This is an optimization exercise on Yosys and OpenROAD, whose aim is small area, not a production implementation.
RTL that was checked went through simulation tests only; none was proved equivalent to the original.
No driver is modelled on the clock port, so clocking that relies on it looks cheaper here than on a real chip.
Power and IR drop assume default switching activity.

Setup of 10-25:
Design riscv_jtag_dtm_0p11, start of the top module:
module riscv_jtag_dtm_0p11 (
    input  logic        tdi,
    output logic        tdo,
    output logic        tdo_oe,
    input  logic        tck,
    input  logic        tms,
    input  logic        trst,
    output logic        dtm_req_valid,
    input  logic        dtm_req_ready,
    output logic [40:0] dtm_req_bits,
    input  logic        dtm_resp_valid,
    output logic        dtm_resp_ready,
    input  logic [35:0] dtm_resp_bits
);
   localparam logic [3:0] TEST_LOGIC_RESET  = 4'h0;
   localparam logic [3:0] RUN_TEST_IDLE     = 4'h1;
   localparam logic [3:0] SELECT_DR         = 4'h2;
   localparam logic [3:0] CAPTURE_DR        = 4'h3;
   localparam logic [3:0] SHIFT_DR          = 4'h4;
   localparam logic [3:0] EXIT1_DR          = 4'h5;
   localparam logic [3:0] PAUSE_DR          = 4'h6;
   localparam logic [3:0] EXIT2_DR          = 4'h7;
   localparam logic [3:0] UPDATE_DR         = 4'h8;
   localparam logic [3:0] SELECT_IR         = 4'h9;
   localparam logic [3:0] CAPTURE_IR        = 4'hA;
   localparam logic [3:0] SHIFT_IR          = 4'hB;
   localparam logic [3:0] EXIT1_IR          = 4'hC;
   localparam logic [3:0] PAUSE_IR          = 4'hD;
   localparam logic [3:0] EXIT2_IR          = 4'hE;
   localparam logic [3:0] UPDATE_IR         = 4'hF;
   localparam logic [1:0] C_IDCODE  = 2'd0;
   localparam logic [1:0] C_DTMINFO = 2'd1;
   localparam logic [1:0] C_DBUS    = 2'd2;
   localparam logic [1:0] C_BYPASS  = 2'd3;
   localparam logic [31:0] IDCODE = 32'h10e31913;
   logic [3:0]  st;
   logic [1:0]  irc;
   logic [40:0] sr_n;         
   wire  [40:0] sr = ~sr_n;
   logic [40:0] dbus;         
   logic [35:0] rx_dat;       
   logic        rx_seen;      
   logic        got;          
   logic        busy_r;       
   logic        st_busy, st_err;
   logic        dbus_vld;     
   logic        nrdy;         
   logic [2:0]  rq_sync;
   logic [2:0]  rs_sync;
   wire s_cdr = (st == CAPTURE_DR);
   wire s_sdr = (st == SHIFT_DR);
   wire s_udr = (st == UPDATE_DR);
   wire s_cir = (st == CAPTURE_IR);
   wire s_sir = (st == SHIFT_IR);
   wire s_uir = (st == UPDATE_IR);
   wire s_tlr = (st == TEST_LOGIC_RESET);
   wire c_dbus = (irc == C_DBUS);
   wire c_info = (irc == C_DTMINFO);
  ...
For scale: ~180 flip-flops, roughly 87 I/O pins, roughly 7000 um^2 of cells after synthesis.
Settings: LEC_CHECK=0, ABC_AREA=1, CAP_MARGIN=20, CORE_MARGIN=2, CORE_UTILIZATION=40, CTS_BUF_LIST=sky130_fd_sc_hd__clkbuf_4 sky130_fd_sc_hd__clkbuf_8, CTS_CLUSTER_DIAMETER=100, CTS_CLUSTER_SIZE=30, SLEW_MARGIN=20; clock period 20.0 ns.
run.sh (not shown) runs the stock make flow with config.mk's settings and CLKGATE_MAP_FILE= SYNTH_SCRIPT=/design/flow/synth_recipe.tcl, a recipe that flattens the netlist after the stock synthesis.
10-25 reached the end of the flow, and the finished layout is clean on the timing, DRC and antenna checks.
For 10-11, these inputs were changed with respect to 10-25:
# 10-25
export LEC_CHECK = 0
export ABC_AREA = 1
export CAP_MARGIN = 20
export CORE_MARGIN = 2
export CORE_UTILIZATION = 40
export CTS_BUF_LIST = sky130_fd_sc_hd__clkbuf_4 sky130_fd_sc_hd__clkbuf_8
export CTS_CLUSTER_DIAMETER = 100
export CTS_CLUSTER_SIZE = 30
export SLEW_MARGIN = 20
create_clock -name core_clock -period 20.0 [get_ports {tck}]
# 10-11
export LEC_CHECK = 0
export ABC_AREA = 1
export CAP_MARGIN = 20
export CORE_MARGIN = 2
export CORE_UTILIZATION = 40
export SLEW_MARGIN = 20
create_clock -name core_clock -period 20.0 [get_ports {tck}]
==> flow/flow/run.sh (new file) <==
#!/bin/bash
# The standard layout, with two changes: port buffers use the smallest
# buffer cell, and clock tree synthesis uses small clock buffers in larger
# clusters and adds no dummy loads.
set -o pipefail
bash standard.sh \
  BUFFER_PORTS_ARGS="-buffer_cell sky130_fd_sc_hd__buf_1" \
  CTS_ARGS="-sink_clustering_enable -repair_clock_nets -dont_use_dummy_load -buf_list {sky130_fd_sc_hd__clkbuf_4 sky130_fd_sc_hd__clkbuf_8} -sink_clustering_size 30 -sink_clustering_max_diameter 100" \
  finish > standard.log 2>&1
==> flow/standard.sh (new file) <==
#!/bin/bash
# synth_recipe.tcl (not shown) runs the flow's synth.tcl, then flattens the netlist and writes it again
# the make line also repeats each setting of config.mk as NAME=value (left out here)
make -C /OpenROAD-flow-scripts/flow DESIGN_CONFIG=/design/flow/config.mk WORK_HOME=/design/flow/orfs CLKGATE_MAP_FILE= SYNTH_SCRIPT=/design/flow/synth_recipe.tcl "${@:-finish}"
removed: flow/run.sh
Results
10-11 vs. 10-25: via count went up 17; core utilization of the finished layout saw a decrease; worst hold path stage count did not really move; cell count lower. | clock power | 10-11 vs 10-25 | better |. As far as total core area goes, 10-11 and 10-25 are indistinguishable; the numbers are identical. Lower design area goes to 10-11 over 10-25. Lower clock buffer count among 10-11 and 10-25: 10-11.
No run of this note included a check of the RTL's function; only the layout flow was run.

riscv_jtag_dtm_0p11, a different RTL version from the one above (not shown whole).
Size in the first run: roughly 470 cells after synthesis, about 180 flip-flops, about 87 I/O pins, roughly 5700 µm² of cells after synthesis.
export LEC_CHECK = 0
export ABC_AREA = 1
export CAP_MARGIN = 20
export CORE_MARGIN = 2
export CORE_UTILIZATION = 40
export SLEW_MARGIN = 20
create_clock -name core_clock -period 20.0 [get_ports {tck}]
standard.sh (not shown) runs the stock make flow with config.mk's settings and CLKGATE_MAP_FILE= SYNTH_SCRIPT=/design/flow/synth_recipe.tcl, a recipe that flattens the netlist after the stock synthesis.
==> flow/flow/run.sh <==
#!/bin/bash
# Layout flow: the standard flow (standard.sh) with these changes.
#  - Synthesis is the standard synthesis script, except that ABC maps the
#    combinational logic with an area-only script (flow/abc_area.script);
#    registers are mapped before ABC runs, so they are the standard ones.
#  - Port buffers use the smallest buffer cell.
#  - Clock tree synthesis adds no dummy loads; its leaf buffers are then
#    sized down to the smallest clock buffer that keeps the clock slew low.
#  - The design repairs in placement and after global routing use buffers no
#    larger than buf_2 (flow/small_buffers.tcl).
#  - A denser floorplan (CORE_UTILIZATION) and smaller repair margins
#    (SLEW_MARGIN, CAP_MARGIN) than the defaults.
# Each tool's output goes to a log file in this folder.
set -o pipefail
WORK=$PWD
export FLOW_DIR=$WORK/flow
export CLK_LEAF_SLEW_NS=${CLK_LEAF_SLEW_NS:-0.11}

# synthesis script: synth_recipe.tcl, sourcing a copy of ORFS synth.tcl whose
# abc call uses our script
sed 's|^  log_cmd abc {\*}\$abc_args|  lset abc_args 1 $::env(FLOW_DIR)/abc_area.script\n  log_cmd abc {*}$abc_args|' \
  $FLOW_HOME/scripts/synth.tcl > $WORK/synth_core.tcl
grep -q 'lset abc_args 1' $WORK/synth_core.tcl || { echo "synth.tcl patch failed"; exit 1; }
sed "s|source \$::env(SCRIPTS_DIR)/synth.tcl|source $WORK/synth_core.tcl|" synth_recipe.tcl > $WORK/own_synth.tcl
grep -q synth_core.tcl $WORK/own_synth.tcl || { echo "synth_recipe.tcl patch failed"; exit 1; }

bash standard.sh \
  SYNTH_SCRIPT=$WORK/own_synth.tcl \
  BUFFER_PORTS_ARGS="-buffer_cell sky130_fd_sc_hd__buf_1" \
  CTS_ARGS="-sink_clustering_enable -repair_clock_nets -dont_use_dummy_load -buf_list {sky130_fd_sc_hd__clkbuf_4} -root_buf sky130_fd_sc_hd__clkbuf_4" \
  SLEW_MARGIN=10 CAP_MARGIN=10 CORE_UTILIZATION=70 \
  POST_CTS_TCL=$FLOW_DIR/post_cts.tcl \
  PRE_GLOBAL_PLACE_TCL=$FLOW_DIR/small_buffers.tcl \
  PRE_RESIZE_TCL=$FLOW_DIR/small_buffers.tcl \
  PRE_GLOBAL_ROUTE_TCL=$FLOW_DIR/small_buffers.tcl \
  finish > standard.log 2>&1
==> flow/flow/small_buffers.tcl <==
# Runs before global placement, placement repair and global routing: keep them from
# using buffers larger than buf_2 on high-fanout nets.
set_dont_use {sky130_fd_sc_hd__buf_4 sky130_fd_sc_hd__buf_6 sky130_fd_sc_hd__buf_8 sky130_fd_sc_hd__buf_12 sky130_fd_sc_hd__buf_16 sky130_fd_sc_hd__bufbuf_8 sky130_fd_sc_hd__bufbuf_16}
Other scripts of this flow, unchanged in this note and not shown: flow/flow/abc_area.script, flow/flow/post_cts.tcl, flow/flow/size_clk.tcl
Change:
--- a/flow/flow/run.sh
+++ b/flow/flow/run.sh
@@ -8,4 +8,2 @@
 #    sized down to the smallest clock buffer that keeps the clock slew low.
-#  - The design repairs in placement and after global routing use buffers no
-#    larger than buf_2 (flow/small_buffers.tcl).
 #  - A denser floorplan (CORE_UTILIZATION) and smaller repair margins
@@ -29,8 +27,5 @@
   BUFFER_PORTS_ARGS="-buffer_cell sky130_fd_sc_hd__buf_1" \
-  CTS_ARGS="-sink_clustering_enable -repair_clock_nets -dont_use_dummy_load -buf_list {sky130_fd_sc_hd__clkbuf_4} -root_buf sky130_fd_sc_hd__clkbuf_4" \
+  CTS_ARGS="-sink_clustering_enable -repair_clock_nets -dont_use_dummy_load -buf_list {sky130_fd_sc_hd__clkbuf_4} -root_buf sky130_fd_sc_hd__clkbuf_8" \
   SLEW_MARGIN=10 CAP_MARGIN=10 CORE_UTILIZATION=70 \
   POST_CTS_TCL=$FLOW_DIR/post_cts.tcl \
-  PRE_GLOBAL_PLACE_TCL=$FLOW_DIR/small_buffers.tcl \
-  PRE_RESIZE_TCL=$FLOW_DIR/small_buffers.tcl \
-  PRE_GLOBAL_ROUTE_TCL=$FLOW_DIR/small_buffers.tcl \
   finish > standard.log 2>&1
removed: flow/flow/small_buffers.tcl
Result: Worst setup slack improves by 99 ps; clock power is about the same; synthesized cell count stays the same; die area does not change; hold slack is about the same; wire length went down by 4.6%; via count went down by 1.4%; final area went up by 0.45%; cell count stays the same; flip-flop and latch count stays the same; first-iteration DRC count went down by 7.0%.
Change:
--- a/flow/flow/run.sh
+++ b/flow/flow/run.sh
@@ -8,2 +8,4 @@
 #    sized down to the smallest clock buffer that keeps the clock slew low.
+#  - The design repairs after placement and global routing use buffers no
+#    larger than buf_2 (flow/small_buffers.tcl).
 #  - A denser floorplan (CORE_UTILIZATION) and smaller repair margins
@@ -27,5 +29,7 @@
   BUFFER_PORTS_ARGS="-buffer_cell sky130_fd_sc_hd__buf_1" \
-  CTS_ARGS="-sink_clustering_enable -repair_clock_nets -dont_use_dummy_load -buf_list {sky130_fd_sc_hd__clkbuf_4} -root_buf sky130_fd_sc_hd__clkbuf_8" \
+  CTS_ARGS="-sink_clustering_enable -repair_clock_nets -dont_use_dummy_load -buf_list {sky130_fd_sc_hd__clkbuf_4} -root_buf sky130_fd_sc_hd__clkbuf_4" \
   SLEW_MARGIN=10 CAP_MARGIN=10 CORE_UTILIZATION=70 \
   POST_CTS_TCL=$FLOW_DIR/post_cts.tcl \
+  PRE_RESIZE_TCL=$FLOW_DIR/small_buffers.tcl \
+  PRE_GLOBAL_ROUTE_TCL=$FLOW_DIR/small_buffers.tcl \
   finish > standard.log 2>&1
==> flow/flow/small_buffers.tcl (new file) <==
# Runs before the placement and global-route design repairs: keep them from
# using buffers larger than buf_2 on high-fanout nets.
set_dont_use {sky130_fd_sc_hd__buf_4 sky130_fd_sc_hd__buf_6 sky130_fd_sc_hd__buf_8 sky130_fd_sc_hd__buf_12 sky130_fd_sc_hd__buf_16 sky130_fd_sc_hd__bufbuf_8 sky130_fd_sc_hd__bufbuf_16}
The new run ran to the end with no violations.
Die area is unchanged.
Total power hardly moves.
Clock skew came out higher by 32 ps.
Setup slack got worse by 85 ps.
Cell count stays the same.
First-iteration DRC count came out lower by 4.3%.
Sequential power stays flat.

yarrow:
The RTL this note starts from:
==> flow/design.v <==
module riscv_jtag_dtm_0p11 (
    input  logic        tdi,
    output logic        tdo,
    output logic        tdo_oe,
    input  logic        tck,
    input  logic        tms,
    input  logic        trst,
    output logic        dtm_req_valid,
    input  logic        dtm_req_ready,
    output logic [40:0] dtm_req_bits,
    input  logic        dtm_resp_valid,
    output logic        dtm_resp_ready,
    input  logic [35:0] dtm_resp_bits
);
   localparam logic [3:0] TEST_LOGIC_RESET  = 4'h0;
   localparam logic [3:0] RUN_TEST_IDLE     = 4'h9;
   localparam logic [3:0] SELECT_DR         = 4'h8;
   localparam logic [3:0] CAPTURE_DR        = 4'hB;
   localparam logic [3:0] SHIFT_DR          = 4'hD;
   localparam logic [3:0] EXIT1_DR          = 4'hE;
   localparam logic [3:0] PAUSE_DR          = 4'hC;
   localparam logic [3:0] EXIT2_DR          = 4'hF;
   localparam logic [3:0] UPDATE_DR         = 4'hA;
   localparam logic [3:0] SELECT_IR         = 4'h3;
   localparam logic [3:0] CAPTURE_IR        = 4'h1;
   localparam logic [3:0] SHIFT_IR          = 4'h5;
   localparam logic [3:0] EXIT1_IR          = 4'h6;
   localparam logic [3:0] PAUSE_IR          = 4'h4;
   localparam logic [3:0] EXIT2_IR          = 4'h7;
   localparam logic [3:0] UPDATE_IR         = 4'h2;
   localparam logic [1:0] C_IDCODE  = 2'd0;
   localparam logic [1:0] C_DTMINFO = 2'd1;
   localparam logic [1:0] C_DBUS    = 2'd2;
   localparam logic [1:0] C_BYPASS  = 2'd3;
   localparam logic [31:0] IDCODE = 32'h10e31913;
   logic [3:0]  st;
   logic [1:0]  irc;
   logic [40:0] sr_n;         
   wire  [40:0] sr = ~sr_n;
   logic [40:0] dbus;         
   logic [35:0] rx_dat;       
   logic        rx_seen;      
   logic        got;          
   logic        busy_r;       
   logic        st_busy, st_err;
   logic        dbus_vld;     
   logic        nrdy;         
   logic [2:0]  rq_sync;
   logic [2:0]  rs_sync;
   wire s_cdr = (st == CAPTURE_DR);
   wire s_sdr = (st == SHIFT_DR);
   wire s_udr = (st == UPDATE_DR);
   wire s_cir = (st == CAPTURE_IR);
   wire s_sir = (st == SHIFT_IR);
   wire s_uir = (st == UPDATE_IR);
   wire s_tlr = (st == TEST_LOGIC_RESET);
   wire c_dbus = (irc == C_DBUS);
   wire c_info = (irc == C_DTMINFO);
   wire c_id   = (irc == C_IDCODE);
   wire c_byp  = (irc == C_BYPASS);
   wire busy = (busy_r & ~got) | st_busy;
   wire err  = (got & (|rx_dat[1:0])) | st_err;
   wire take = s_cdr & c_dbus & got;
   always_ff @(posedge tck or posedge trst) begin
      if (trst) begin
         st <= TEST_LOGIC_RESET;
      end else begin
         case (st)
           TEST_LOGIC_RESET  : st <= tms ? TEST_LOGIC_RESET : RUN_TEST_IDLE;
           RUN_TEST_IDLE     : st <= tms ? SELECT_DR        : RUN_TEST_IDLE;
           SELECT_DR         : st <= tms ? SELECT_IR        : CAPTURE_DR;
           CAPTURE_DR        : st <= tms ? EXIT1_DR         : SHIFT_DR;
           SHIFT_DR          : st <= tms ? EXIT1_DR         : SHIFT_DR;
           EXIT1_DR          : st <= tms ? UPDATE_DR        : PAUSE_DR;
           PAUSE_DR          : st <= tms ? EXIT2_DR         : PAUSE_DR;
           EXIT2_DR          : st <= tms ? UPDATE_DR        : SHIFT_DR;
           UPDATE_DR         : st <= tms ? SELECT_DR        : RUN_TEST_IDLE;
           SELECT_IR         : st <= tms ? TEST_LOGIC_RESET : CAPTURE_IR;
           CAPTURE_IR        : st <= tms ? EXIT1_IR         : SHIFT_IR;
           SHIFT_IR          : st <= tms ? EXIT1_IR         : SHIFT_IR;
           EXIT1_IR          : st <= tms ? UPDATE_IR        : PAUSE_IR;
           PAUSE_IR          : st <= tms ? EXIT2_IR         : PAUSE_IR;
           EXIT2_IR          : st <= tms ? UPDATE_IR        : SHIFT_IR;
           default           : st <= tms ? SELECT_DR        : RUN_TEST_IDLE;
         endcase
      end
   end
   always_ff @(posedge tck or posedge trst) begin
      if (trst)
         irc <= C_IDCODE;
      else if (s_tlr)
         irc <= C_IDCODE;
      else if (s_uir)
         case (sr[4:0])
           5'h01:   irc <= C_IDCODE;
           5'h10:   irc <= C_DTMINFO;
           5'h11:   irc <= C_DBUS;
           default: irc <= C_BYPASS;
         endcase
   end
   wire g_rx  = c_dbus & ~busy & rx_seen;    
   wire g_ad  = ~busy;                       
   wire g_by  = c_dbus & busy;               
   wire g_id  = c_id;
   wire g_in  = c_info;
   wire id_in = c_id | c_info;
   logic [40:0] cap;
   always_comb begin
      cap = {41{g_rx}} & {5'd0, rx_dat};
      cap[40:36] = {5{g_ad}} & dbus[40:36];
      cap[0] = g_by | (g_rx & rx_dat[0]) | g_id;
      cap[1] = g_by | (g_rx & rx_dat[1]) | g_id;
      for (int i = 2; i < 32; i++)
         if (IDCODE[i])
            cap[i] = cap[i] | g_id;
      cap[4]  = cap[4]  | g_in;
      cap[6]  = cap[6]  | g_in;
      cap[8]  = cap[8]  | (g_in & (st_err | st_busy));
      cap[9]  = cap[9]  | (g_in & st_err);
      cap[10] = cap[10] | g_in;
      cap[12] = cap[12] | g_in;
      if (s_cir)
         cap[4:0] = 5'd1;
   end
   logic [40:0] shv;
   always_comb begin
      shv = {tdi, sr[40:1]};
      if (id_in)
         shv[31] = tdi;
      if (s_sir)
         shv[4] = tdi;
      if (s_sdr & c_byp)
         shv[0] = tdi;
   end
   wire sr_cap = s_cir | s_cdr;
   wire sr_sh  = s_sir | s_sdr;
   wire sr_hd  = ~(sr_cap | sr_sh);
   always_ff @(posedge tck) begin
      sr_n <= ~(({41{sr_cap}} & cap) | ({41{sr_sh}} & shv) | ({41{sr_hd}} & sr));
   end
   always_ff @(posedge tck or posedge trst) begin
      if (trst) begin
         st_busy <= 1'b0;
         st_err  <= 1'b0;
      end else if (s_cdr & c_dbus) begin
         st_busy <= busy;
         st_err  <= err;
      end else if (s_udr & c_info & sr[16]) begin
         st_busy <= 1'b0;
         st_err  <= 1'b0;
      end
   end
   wire send = s_udr & c_dbus & ~st_busy;
   always_ff @(posedge tck or posedge trst) begin
      if (trst)
         dbus[40:36] <= '0;
      else if (send)
         dbus[40:36] <= st_err ? 5'd0 : sr[40:36];
   end
   wire db_ld = send & ~st_err;
   wire db_hd = ~send & dbus_vld;
   always_ff @(posedge tck) begin
      dbus[35:0] <= ({36{db_ld}} & sr[35:0]) | ({36{db_hd}} & dbus[35:0]);
   end
   wire rq_rdy   = rq_sync[1];
   wire rq_nedge = ~rq_sync[1] & rq_sync[0];
   wire rq_irdy  = ~nrdy | rq_nedge;
   wire rq_set   = dbus_vld & rq_irdy;
   always_ff @(posedge tck) begin
      rq_sync <= {dtm_req_ready, rq_sync[2:1]};
   end
   always_ff @(posedge tck or posedge trst) begin
      if (trst)
         dbus_vld <= 1'b0;
      else if (send)
         dbus_vld <= 1'b1;
      else if (~s_udr & rq_irdy)
         dbus_vld <= 1'b0;
   end
   always_ff @(posedge tck or posedge trst) begin
      if (trst)
         busy_r <= 1'b0;
      else if (dbus_vld)
         busy_r <= 1'b1;
      else if (take)
         busy_r <= 1'b0;
   end
   always_ff @(posedge tck or posedge trst) begin
      if (trst)
         dtm_req_valid <= 1'b0;
      else if (rq_set)
         dtm_req_valid <= 1'b1;
      else if (rq_rdy)
         dtm_req_valid <= 1'b0;
   end
   always_ff @(posedge tck or posedge trst) begin
      if (trst)
         nrdy <= 1'b0;
      else if (rq_set)
         nrdy <= 1'b1;
      else if (rq_nedge)
         nrdy <= 1'b0;
   end
   wire tx_hd = ~rq_set & dtm_req_valid;
   always_ff @(posedge tck) begin
      dtm_req_bits <= ({41{rq_set}} & dbus) | ({41{tx_hd}} & dtm_req_bits);
   end
   wire rs_vld   = rs_sync[1];
   wire rs_nedge = ~rs_sync[1] & rs_sync[0];
   wire rs_set   = ~got & rs_vld & ~dtm_resp_ready;
   always_ff @(posedge tck or posedge trst) begin
      if (trst)
         rs_sync[2:1] <= '0;
      else
         rs_sync[2:1] <= {dtm_resp_valid, rs_sync[2]};
   end
   always_ff @(posedge tck) begin
      rs_sync[0] <= rs_sync[1];
   end
   always_ff @(posedge tck or posedge trst) begin
      if (trst)
         dtm_resp_ready <= 1'b0;
      else if (rs_set)
         dtm_resp_ready <= 1'b1;
      else if (rs_nedge)
         dtm_resp_ready <= 1'b0;
   end
   always_ff @(posedge tck or posedge trst) begin
      if (trst)
         got <= 1'b0;
      else if (rs_set)
         got <= 1'b1;
      else if (take)
         got <= 1'b0;
   end
   always_ff @(posedge tck or posedge trst) begin
      if (trst)
         rx_seen <= 1'b0;
      else if (rs_set)
         rx_seen <= 1'b1;
   end
   wire rx_hd = ~rs_set & rx_seen;
   always_ff @(posedge tck) begin
      rx_dat <= ({36{rs_set}} & dtm_resp_bits) | ({36{rx_hd}} & rx_dat);
   end
   always_ff @(negedge tck or posedge trst) begin
      if (trst) begin
         tdo    <= 1'b0;
         tdo_oe <= 1'b0;
      end else begin
         tdo    <= (s_sir | s_sdr) & sr[0];
         tdo_oe <= s_sir | s_sdr;
      end
   end
endmodule
Settings: LEC_CHECK=0, ABC_AREA=1, CAP_MARGIN=20, CORE_MARGIN=2, CORE_UTILIZATION=40, SLEW_MARGIN=20; clock period 20.0 ns.
==> flow/flow/run.sh <==
#!/bin/bash
# Layout flow: the standard flow (standard.sh) with these changes.
#  - Synthesis is the standard synthesis script, except that ABC maps the
#    combinational logic with an area-only script (flow/abc_area.script);
#    registers are mapped before ABC runs, so they are the standard ones.
#  - Port buffers use the smallest buffer cell.
#  - Clock tree synthesis adds no dummy loads; its leaf buffers are then
#    sized down to the smallest clock buffer that keeps the clock slew low.
# Each tool's output goes to a log file in this folder.
set -o pipefail
WORK=$PWD
export FLOW_DIR=$WORK/flow
export CLK_LEAF_SLEW_NS=${CLK_LEAF_SLEW_NS:-0.11}

# synthesis script: synth_recipe.tcl, sourcing a copy of ORFS synth.tcl whose
# abc call uses our script
sed 's|^  log_cmd abc {\*}\$abc_args|  lset abc_args 1 $::env(FLOW_DIR)/abc_area.script\n  log_cmd abc {*}$abc_args|' \
  $FLOW_HOME/scripts/synth.tcl > $WORK/synth_core.tcl
grep -q 'lset abc_args 1' $WORK/synth_core.tcl || { echo "synth.tcl patch failed"; exit 1; }
sed "s|source \$::env(SCRIPTS_DIR)/synth.tcl|source $WORK/synth_core.tcl|" synth_recipe.tcl > $WORK/own_synth.tcl
grep -q synth_core.tcl $WORK/own_synth.tcl || { echo "synth_recipe.tcl patch failed"; exit 1; }

bash standard.sh \
  SYNTH_SCRIPT=$WORK/own_synth.tcl \
  BUFFER_PORTS_ARGS="-buffer_cell sky130_fd_sc_hd__buf_1" \
  CTS_ARGS="-sink_clustering_enable -repair_clock_nets -dont_use_dummy_load -buf_list {sky130_fd_sc_hd__clkbuf_4} -root_buf sky130_fd_sc_hd__clkbuf_8" \
  SLEW_MARGIN=10 CAP_MARGIN=10 CORE_UTILIZATION=75 \
  POST_CTS_TCL=$FLOW_DIR/post_cts.tcl \
  finish > standard.log 2>&1
==> flow/flow/post_cts.tcl <==
# Runs after clock tree synthesis: give each leaf clock buffer the smallest
# clock buffer cell that keeps its estimated output slew under the limit,
# then legalize the placement again.
source $::env(FLOW_DIR)/size_clk.tcl
estimate_parasitics -placement
size_clock_buffers $::env(CLK_LEAF_SLEW_NS) {sky130_fd_sc_hd__clkbuf_2 sky130_fd_sc_hd__clkbuf_4 sky130_fd_sc_hd__clkbuf_8 sky130_fd_sc_hd__clkbuf_16}
detailed_placement
estimate_parasitics -placement
Other scripts of this flow, unchanged in this note and not shown: flow/flow/abc_area.script, flow/flow/size_clk.tcl
Every stage of the flow completed for yarrow, and the final layout passed the timing, DRC and antenna checks.
> inputs changed (yarrow -> quartz)
diff --git a/flow/flow/run.sh b/flow/flow/run.sh
--- a/flow/flow/run.sh
+++ b/flow/flow/run.sh
@@ -12,3 +12,3 @@
 export FLOW_DIR=$WORK/flow
-export CLK_LEAF_SLEW_NS=${CLK_LEAF_SLEW_NS:-0.11}
+export CLK_LEAF_SLEW_NS=${CLK_LEAF_SLEW_NS:-0.115}
 
@@ -26,3 +26,2 @@
   CTS_ARGS="-sink_clustering_enable -repair_clock_nets -dont_use_dummy_load -buf_list {sky130_fd_sc_hd__clkbuf_4} -root_buf sky130_fd_sc_hd__clkbuf_8" \
-  SLEW_MARGIN=10 CAP_MARGIN=10 CORE_UTILIZATION=75 \
   POST_CTS_TCL=$FLOW_DIR/post_cts.tcl \
### Flow results
quartz finished all stages; the layout is clean.
As of quartz, final routed wire length divided by cell count had fallen by more than 10% compared to yarrow.
Per the comparison of quartz with yarrow, detail-routed via count per cell went down by 18%, wire length went down by about 5.4%, number of gates on the worst path with buffers counted was more or less identical, wire length of the first global-routing pass went down by about 6%.
Via count of the first global-routing pass of quartz falls short of that of yarrow by a few percent.
Relative to quartz, the following input files were edited for juniper:
diff --git a/flow/flow/run.sh b/flow/flow/run.sh
--- a/flow/flow/run.sh
+++ b/flow/flow/run.sh
@@ -8,2 +8,4 @@
 #    sized down to the smallest clock buffer that keeps the clock slew low.
+#  - A denser floorplan (CORE_UTILIZATION) and smaller repair margins
+#    (SLEW_MARGIN, CAP_MARGIN) than the defaults.
 # Each tool's output goes to a log file in this folder.
@@ -12,3 +14,3 @@
 export FLOW_DIR=$WORK/flow
-export CLK_LEAF_SLEW_NS=${CLK_LEAF_SLEW_NS:-0.115}
+export CLK_LEAF_SLEW_NS=${CLK_LEAF_SLEW_NS:-0.11}
 
@@ -26,2 +28,3 @@
   CTS_ARGS="-sink_clustering_enable -repair_clock_nets -dont_use_dummy_load -buf_list {sky130_fd_sc_hd__clkbuf_4} -root_buf sky130_fd_sc_hd__clkbuf_8" \
+  SLEW_MARGIN=10 CAP_MARGIN=10 CORE_UTILIZATION=70 \
   POST_CTS_TCL=$FLOW_DIR/post_cts.tcl \
--- outcome ---
juniper finished end to end and its layout was clean on timing, DRC and antenna. Both conditions hold for quartz: the flow ran to the end and the final layout passed the timing, DRC and antenna checks. When the final numbers for quartz and juniper were put side by side, the share of the final layout cell area in multi-input gates turned out to be smaller in quartz. Worst setup path endpoint = tdo: juniper; worst setup path endpoint = tdo_oe: quartz. Row overall power: juniper lower / quartz higher. When juniper is measured against quartz, its via count turns out about 5% higher. Looking at final estimated routing congestion in global placement, juniper sits about 1.1% above quartz.
For sierra, these inputs were changed with respect to juniper:
diff --git a/flow/flow/run.sh b/flow/flow/run.sh
--- a/flow/flow/run.sh
+++ b/flow/flow/run.sh
@@ -8,4 +8,2 @@
 #    sized down to the smallest clock buffer that keeps the clock slew low.
-#  - A denser floorplan (CORE_UTILIZATION) and smaller repair margins
-#    (SLEW_MARGIN, CAP_MARGIN) than the defaults.
 # Each tool's output goes to a log file in this folder.
@@ -14,3 +12,3 @@
 export FLOW_DIR=$WORK/flow
-export CLK_LEAF_SLEW_NS=${CLK_LEAF_SLEW_NS:-0.11}
+export CLK_LEAF_SLEW_NS=${CLK_LEAF_SLEW_NS:-0.115}
 
@@ -28,3 +26,3 @@
   CTS_ARGS="-sink_clustering_enable -repair_clock_nets -dont_use_dummy_load -buf_list {sky130_fd_sc_hd__clkbuf_4} -root_buf sky130_fd_sc_hd__clkbuf_8" \
-  SLEW_MARGIN=10 CAP_MARGIN=10 CORE_UTILIZATION=70 \
+  SLEW_MARGIN=0 CAP_MARGIN=0 \
   POST_CTS_TCL=$FLOW_DIR/post_cts.tcl \
Results
- Per the comparison of sierra with juniper, combinational cell fraction of total power now smaller; sequential share of layout area shrank by 0.97 points.
- In the flow results for sierra and juniper, the non-clock buffer count is larger on juniper.
- Setup slack in sierra is larger than in juniper.
- The final reports for sierra and juniper show design area higher in the former.
